Source: an optimization exercise on an open RTL-to-GDS flow (aim: small area). Production flows keep margins and buffers that such runs may drop.
Where RTL was checked, it was by simulation tests only, not by an equivalence proof against the original.
Power and IR drop assume default switching activity.

the previous run:
==> flow/design.v (excerpt) <==
module color_tracker
(
    input   wire        clk         ,
    input   wire        rst_n       ,
    output  wire [15:0] pix_addr    ,
    output  wire        pix_rden    ,
    input   wire [15:0] pix_data    ,
    output  wire [7:0]  vga_r       ,
    output  wire [7:0]  vga_g       ,
    output  wire [7:0]  vga_b       ,
    output  reg         th_hsync    ,
    output  reg         th_vsync    ,
    output  wire [31:0] x_error     ,
    output  wire [31:0] h_error
 ) ;
function rge;
    input [15:0] a;
    input [15:0] b;
    integer i;
    reg c;
    begin
        c = 1'b1;
        for (i = 0; i < 16; i = i + 1)
            c = (a[i] & ~b[i]) | (~(a[i] ^ b[i]) & c);
For scale: roughly 1200 cells after synthesis, about 13000 um^2 of cells after synthesis.
Settings: LEC_CHECK=0, CAP_MARGIN=20, CORE_MARGIN=2, CORE_UTILIZATION=65, CTS_BUF_LIST=sky130_fd_sc_hd__clkbuf_8, SLEW_MARGIN=20, SYNTH_HIERARCHICAL=1; clock period 12.0 ns.
standard.sh (not shown) runs the stock make flow with config.mk's settings and CLKGATE_MAP_FILE= SYNTH_SCRIPT=/design/flow/synth_recipe.tcl, a recipe that flattens the netlist after the stock synthesis.
==> flow/flow/run.sh <==
#!/bin/bash
# The standard layout (standard.sh: the ORFS run, unchanged synthesis),
# with two changes: the buffers ORFS puts on every input and output port are
# the platform's smallest buffer, sky130_fd_sc_hd__buf_1, and clock tree
# synthesis uses clkbuf_8 and inserts no dummy loads.
set -euo pipefail
bash standard.sh "BUFFER_PORTS_ARGS=-buffer_cell sky130_fd_sc_hd__buf_1" \
  "CTS_ARGS=-sink_clustering_enable -repair_clock_nets -buf_list sky130_fd_sc_hd__clkbuf_8 -dont_use_dummy_load" \
  finish > standard_flow.log 2>&1
For the current run, these inputs were changed with respect to the previous run:
--- a/flow/design.v
+++ b/flow/design.v
@@ -681,48 +681,30 @@
 wire fc_530;
 wire fs_531;
 wire fc_532;
 wire fs_533;
 wire fc_534;
 wire fs_535;
 wire fc_536;
 wire fs_537;
 wire fc_538;
-wire hs_539;
-wire hc_540;
+wire fs_539;
+wire fc_540;
 wire fs_541;
 wire fc_542;
 wire fs_543;
 wire fc_544;
 wire fs_545;
 wire fc_546;
 wire fs_547;
 wire fc_548;
 wire fs_549;
 wire fc_550;
-wire xs_551;
-wire xc_552;
-wire fs_553;
-wire fc_554;
-wire fs_555;
-wire fc_556;
-wire fs_557;
-wire fc_558;
-wire fs_559;
-wire fc_560;
-wire fs_561;
-wire fc_562;
-wire cs_563;
-wire cs_564;
-wire cs_565;
-wire cs_566;
-wire cs_567;
-wire cs_568;
 wire [19:0] hv;
 ha u_ha1 (.a(d3[12]), .b(d3[11]), .s(hs_1), .co(hc_2));
 fa u_fa1 (.a(d3[13]), .b(d3[12]), .c(hc_2), .s(fs_3), .co(fc_4));
 fa u_fa2 (.a(d3[14]), .b(d3[13]), .c(fc_4), .s(fs_5), .co(fc_6));
 fa u_fa3 (.a(d3[15]), .b(d3[14]), .c(fc_6), .s(fs_7), .co(fc_8));
 ha u_ha2 (.a(d3[15]), .b(fc_8), .s(hs_9), .co(hc_10));
 ha u_ha3 (.a(d3[7]), .b(d3[5]), .s(hs_11), .co(hc_12));
 fa u_fa4 (.a(d3[8]), .b(d3[6]), .c(hc_12), .s(fs_13), .co(fc_14));
 fa u_fa5 (.a(d3[9]), .b(d3[7]), .c(fc_14), .s(fs_15), .co(fc_16));
@@ -1164,57 +1146,44 @@
 fa u_fa127 (.a(fs_487), .b(fc_486), .c(fc_520), .s(fs_521), .co(fc_522));
 fa u_fa128 (.a(fs_489), .b(fc_488), .c(fc_522), .s(fs_523), .co(fc_524));
 fa u_fa129 (.a(fs_491), .b(fc_490), .c(fc_524), .s(fs_525), .co(fc_526));
 fa u_fa130 (.a(fs_493), .b(fc_492), .c(fc_526), .s(fs_527), .co(fc_528));
 fa u_fa131 (.a(fs_495), .b(fc_494), .c(fc_528), .s(fs_529), .co(fc_530));
 fa u_fa132 (.a(fs_497), .b(fc_496), .c(fc_530), .s(fs_531), .co(fc_532));
 fa u_fa133 (.a(fs_499), .b(fc_498), .c(fc_532), .s(fs_533), .co(fc_534));
 fa u_fa134 (.a(fs_501), .b(fc_500), .c(fc_534), .s(fs_535), .co(fc_536));
 fa u_fa135 (.a(fs_503), .b(fc_502), .c(fc_536), .s(fs_537), .co(fc_538));
-ha u_ha73 (.a(fs_505), .b(fc_504), .s(hs_539), .co(hc_540));
-fa u_fa136 (.a(fs_507), .b(fc_506), .c(hc_540), .s(fs_541), .co(fc_542));
-fa u_fa137 (.a(fs_509), .b(fc_508), .c(fc_542), .s(fs_543), .co(fc_544));
-fa u_fa138 (.a(hs_511), .b(fc_510), .c(fc_544), .s(fs_545), .co(fc_546));
-fa u_fa139 (.a(~wr_375), .b(hc_512), .c(fc_546), .s(fs_547), .co(fc_548));
+fa u_fa136 (.a(fs_505), .b(fc_504), .c(fc_538), .s(fs_539), .co(fc_540));
+fa u_fa137 (.a(fs_507), .b(fc_506), .c(fc_540), .s(fs_541), .co(fc_542));
+fa u_fa138 (.a(fs_509), .b(fc_508), .c(fc_542), .s(fs_543), .co(fc_544));
+fa u_fa139 (.a(hs_511), .b(fc_510), .c(fc_544), .s(fs_545), .co(fc_546));
+fa u_fa140 (.a(~wr_375), .b(hc_512), .c(fc_546), .s(fs_547), .co(fc_548));
 assign fs_549 = wr_376 ^ wr_375 ^ fc_548;
-assign xs_551 = ~(fs_505 ^ fc_504);
-assign xc_552 = (fs_505 | fc_504);
-fa u_fa141 (.a(fs_507), .b(fc_506), .c(xc_552), .s(fs_553), .co(fc_554));
-fa u_fa142 (.a(fs_509), .b(fc_508), .c(fc_554), .s(fs_555), .co(fc_556));
-fa u_fa143 (.a(hs_511), .b(fc_510), .c(fc_556), .s(fs_557), .co(fc_558));
-fa u_fa144 (.a(~wr_375), .b(hc_512), .c(fc_558), .s(fs_559), .co(fc_560));
-assign fs_561 = wr_376 ^ wr_375 ^ fc_560;
-assign cs_563 = fc_538 ? xs_551 : hs_539;
-assign cs_564 = fc_538 ? fs_553 : fs_541;
-assign cs_565 = fc_538 ? fs_555 : fs_543;
-assign cs_566 = fc_538 ? fs_557 : fs_545;
-assign cs_567 = fc_538 ? fs_559 : fs_547;
-assign cs_568 = fc_538 ? fs_561 : fs_549;
 assign hv[0] = pp_287;
 assign hv[1] = hs_513;
 assign hv[2] = fs_515;
 assign hv[3] = fs_517;
 assign hv[4] = fs_519;
 assign hv[5] = fs_521;
 assign hv[6] = fs_523;
 assign hv[7] = fs_525;
 assign hv[8] = fs_527;
 assign hv[9] = fs_529;
 assign hv[10] = fs_531;
 assign hv[11] = fs_533;
 assign hv[12] = fs_535;
 assign hv[13] = fs_537;
-assign hv[14] = cs_563;
-assign hv[15] = cs_564;
-assign hv[16] = cs_565;
-assign hv[17] = cs_566;
-assign hv[18] = cs_567;
-assign hv[19] = cs_568;
+assign hv[14] = fs_539;
+assign hv[15] = fs_541;
+assign hv[16] = fs_543;
+assign hv[17] = fs_545;
+assign hv[18] = fs_547;
+assign hv[19] = fs_549;
 wire h_end = (h == 10'd800);
 wire h_200 = (h == 10'd200);
 always @(posedge clk or negedge rst_n) begin
     if (!rst_n)     h <= 10'd636;
     else if (h_end) h <= 10'd0;
     else            h <= h_inc;
 end
 always @(posedge clk or negedge rst_n) begin
     if (!rst_n)     v <= 10'd480;
Findings:
The current run: complete, dirty (setup timing)
Measured against each other, the previous run and the current run differ in met2 global-route usage, the lower figure coming from the current run.
Against the previous run, the current run comes in 5 lower on largest net degree at the start of global routing.
The current run ends up with a die boundary width that is about 1.1% lower than in the previous run.
The previous run and the current run ended up with nearly the same sequential share of layout area.
The lower final net count of the previous run and the current run is in the current run.
Taking the previous run as the reference, in the current run combinational fraction of design power fell 1.3 points; worst-case setup margin in the final layout fell 0.62 ns; post-CTS setup repair buffer count rose 2.
For the current run, only the layout was checked, not whether the RTL still works.

---

color_tracker, a different RTL version from the one above (not shown whole).
Size in the first run: about 130 I/O pins.
## color_tracker
module color_tracker
(
    input   wire        clk         ,
    input   wire        rst_n       ,
    output  wire [15:0] pix_addr    ,
    output  wire        pix_rden    ,
    input   wire [15:0] pix_data    ,
    output  wire [7:0]  vga_r       ,
    output  wire [7:0]  vga_g       ,
    output  wire [7:0]  vga_b       ,
    output  reg         th_hsync    ,
    output  reg         th_vsync    ,
    output  wire [31:0] x_error     ,
    output  wire [31:0] h_error
 ) ;
function rge;
    input [15:0] a;
    input [15:0] b;
    integer i;
    reg c;
    begin
        c = 1'b1;
        for (i = 0; i < 16; i = i + 1)
            c = (a[i] & ~b[i]) | (~(a[i] ^ b[i]) & c);
==> flow/config.mk <==
export PLATFORM = sky130hd
export DESIGN_NAME = color_tracker
export DESIGN_NICKNAME = color_tracker
export VERILOG_FILES = /design/flow/design.v
export SDC_FILE = /design/flow/constraint.sdc
export NUM_CORES = 4
export LEC_CHECK = 0
export CAP_MARGIN = 20
export CORE_MARGIN = 2
export CORE_UTILIZATION = 65
export CTS_BUF_LIST = sky130_fd_sc_hd__clkbuf_8
export SLEW_MARGIN = 20
export SYNTH_HIERARCHICAL = 1
==> flow/constraint.sdc <==
create_clock -name core_clock -period 12.0 [get_ports {clk}]
set_input_delay 2.4000 -clock core_clock [delete_from_list [all_inputs] [get_ports {clk}]]
set_output_delay 2.4000 -clock core_clock [all_outputs]
set_load 0.01 [all_outputs]
==> flow/flow/run.sh <==
#!/bin/bash
# The standard layout (standard.sh: the ORFS run) with these changes:
# - synthesis uses a copy of ORFS's scripts in ./scripts in which
#   * the logic is mapped with flow/abc.script, an area-oriented ABC script,
#     in place of abc_speed.script, and
#   * Yosys's adder extraction (extract_fa) runs only on the design's full
#     and half adder modules (fa, ha), not on the rest of the logic;
#   the registers are the standard synthesis's;
# - the buffers ORFS puts on every input and output port are the
#   platform's smallest buffer, sky130_fd_sc_hd__buf_1;
# - clock tree synthesis uses clkbuf_8 and inserts no dummy loads.
set -euo pipefail
rm -rf scripts
cp -r "$FLOW_HOME/scripts" scripts
cp flow/abc.script scripts/abc_speed.script
sed -i 's/^  extract_fa {\*}\[dont_use_extract_fa_args\]$/  extract_fa {*}[dont_use_extract_fa_args] fa ha/' scripts/synth.tcl
grep -q 'dont_use_extract_fa_args\] fa ha$' scripts/synth.tcl
bash standard.sh "SCRIPTS_DIR=$PWD/scripts" \
  "BUFFER_PORTS_ARGS=-buffer_cell sky130_fd_sc_hd__buf_1" \
  "CTS_ARGS=-sink_clustering_enable -repair_clock_nets -buf_list sky130_fd_sc_hd__clkbuf_8 -dont_use_dummy_load" \
  finish > standard_flow.log 2>&1
==> flow/flow/abc.script <==
&get -n
&st
&deepsyn -T 60
&dch
&nf -R 1000
&put
buffer -c
topo
stime -c
upsize -c
dnsize -c
Rerun with:
--- a/flow/design.v
+++ b/flow/design.v
@@ -1377,27 +1377,32 @@
 always @(posedge clk or negedge rst_n) begin
     if (!rst_n) begin
         nb0 <= 1'b0;
         nb1 <= 1'b1;
         nb2 <= 1'b1;
     end else begin
         nb0 <= !target;
         nb1 <= nb0;
         nb2 <= nb1;
     end
 end
 reg rq1, rq2;
-always @(posedge clk) begin
-    rq1 <= rst_n;
-    rq2 <= rq1;
+always @(posedge clk or negedge rst_n) begin
+    if (!rst_n) begin
+        rq1 <= 1'b0;
+        rq2 <= 1'b0;
+    end else begin
+        rq1 <= 1'b1;
+        rq2 <= rq1;
+    end
 end
 wire rst_d = !rq2;
 wire       eol  = de_l && h_200;             
 wire       v163 = (v == 10'd163);
 wire [15:0] v_m4  = radd({8'd0, v[7:0]}, 16'hfffc);
 wire [15:0] h_m16 = radd({8'd0, h[7:0]}, 16'hfff0);
 wire [7:0] vl4  = v_m4[7:0];                         
 wire [7:0] hl15 = de_l ? h_m16[7:0] : 8'd241;         
 reg [4:0] hb;    
 reg [2:0] vb;    
 reg [4:0] he;    
 reg [2:0] ve;    
@@ -1423,50 +1428,53 @@
             x1n = hl15;
         end
     end else if (fd) begin
         x0n = 8'd0;
         y0n = 8'd0;
         x1n = 8'd0;
     end
     if (rst_d)            y1n = 8'd0;
     else if (ve == C3_4)  y1n = vl4;
     else if (fd)          y1n = 8'd0;
 end
 always @(posedge clk) begin
-    if (v163 || !rst_n)   vb <= C3_0;
-    else if (vb == C3_5)  vb <= vb;
-    else if (eol)         vb <= hb16 ? nx3(vb) : C3_0;
-    if (vb != C3_5)       ve <= C3_0;
-    else if (ve == C3_5)  ve <= ve;
-    else if (eol)         ve <= (hb == C5_0) ? nx3(ve) : C3_0;
-    if ((v163 && eol) || !rst_n) cnt <= C9_0;
-    else if (!nb2 && !cnt_sat)   cnt <= nx9(cnt);
-    if (!rst_n)                                        fd <= 1'b0;
-    else if (de_l && h == 10'd191 && v[7:0] == 8'd159) fd <= !cnt_sat;
     if (!de_l)     hb <= C5_0;
     else if (hb16) hb <= hb;
     else if (!nb2) hb <= nx5(hb);
     else           hb <= C5_0;
     if (!hb16)             he <= C5_0;
     else if (he == C5_16)  he <= he;
     else if (nb2)          he <= nx5(he);
     else                   he <= C5_0;
 end
 always @(posedge clk or negedge rst_n) begin
     if (!rst_n) begin
+        vb  <= C3_0;
+        ve  <= C3_0;
+        cnt <= C9_0;
+        fd  <= 1'b0;
         x0  <= 8'd80;
         y0  <= 8'd0;
         x1  <= 8'd120;
         y1  <= 8'd50;
     end else begin
+        if (v163)             vb <= C3_0;
+        else if (vb == C3_5)  vb <= vb;
+        else if (eol)         vb <= hb16 ? nx3(vb) : C3_0;
+        if (vb != C3_5)       ve <= C3_0;
+        else if (ve == C3_5)  ve <= ve;
+        else if (eol)         ve <= (hb == C5_0) ? nx3(ve) : C3_0;
+        if (v163 && eol)           cnt <= C9_0;
+        else if (!nb2 && !cnt_sat) cnt <= nx9(cnt);
+        if (de_l && h == 10'd191 && v[7:0] == 8'd159) fd <= !cnt_sat;
         x0 <= x0n;
         y0 <= y0n;
         x1 <= x1n;
         y1 <= y1n;
     end
 end
 wire [15:0] xe = radd({8'd0, midx}, wrap ? 16'd796 : 16'd924);
 assign x_error = {{22{xe[9] & !wrap}}, xe[9:0]};
 assign ma = {dxs[8] ^ wrap, dxs[7:0]};
 assign h_error = {{12{hv[19]}}, hv};
 wire [7:0] hd = h[9] ? 8'd0 : h[7:0];        
 wire [7:0] vd = v[7:0];
Count of clock-buffer cells in the layout is unchanged.
Sequential cell count does not change.
Clock power climbs slightly.
Global-route usage shrinks by 0.20 points.
Wire length shrinks by a few percent.
Only the layout flow was run in the first run of this note; the RTL was not checked for function there.

what the ideal ports hide:
Ports are ideal in the flow. The routed layouts listed here were re-timed in OpenROAD.
Step 1 (the two cells are an assumption about what drives the block):
set clk [get_ports {clk}]
set_driving_cell -lib_cell sky130_fd_sc_hd__clkbuf_16 $clk
set_driving_cell -lib_cell sky130_fd_sc_hd__buf_2 [delete_from_list [all_inputs] $clk]
Step 2 adds t to the input delays and takes it off the output delays; t is the mean of the earliest and latest rising clock arrival at the registers after step 1. Input paths then give back, and output paths get back, about the clock's delay inside the block.
a / b / c = no drivers / after step 1 / after step 2; a / b = the first two.
run | t (ns) | setup WS [ns] | worst register clock-pin slew, ns | pins driven straight from the clock port
the previous run | 0.491 | 0.405 / 0.365 / 0.856 | 0.10 / 0.10 | 1
the current run | 0.480 | -0.212 / -0.251 / 0.228 | 0.09 / 0.09 | 1
the first run of note 2 | 0.480 | 0.530 / 0.492 / 0.972 | 0.10 / 0.10 | 1
the second run of note 2 | 0.475 | 0.450 / 0.415 / 0.890 | 0.09 / 0.09 | 1
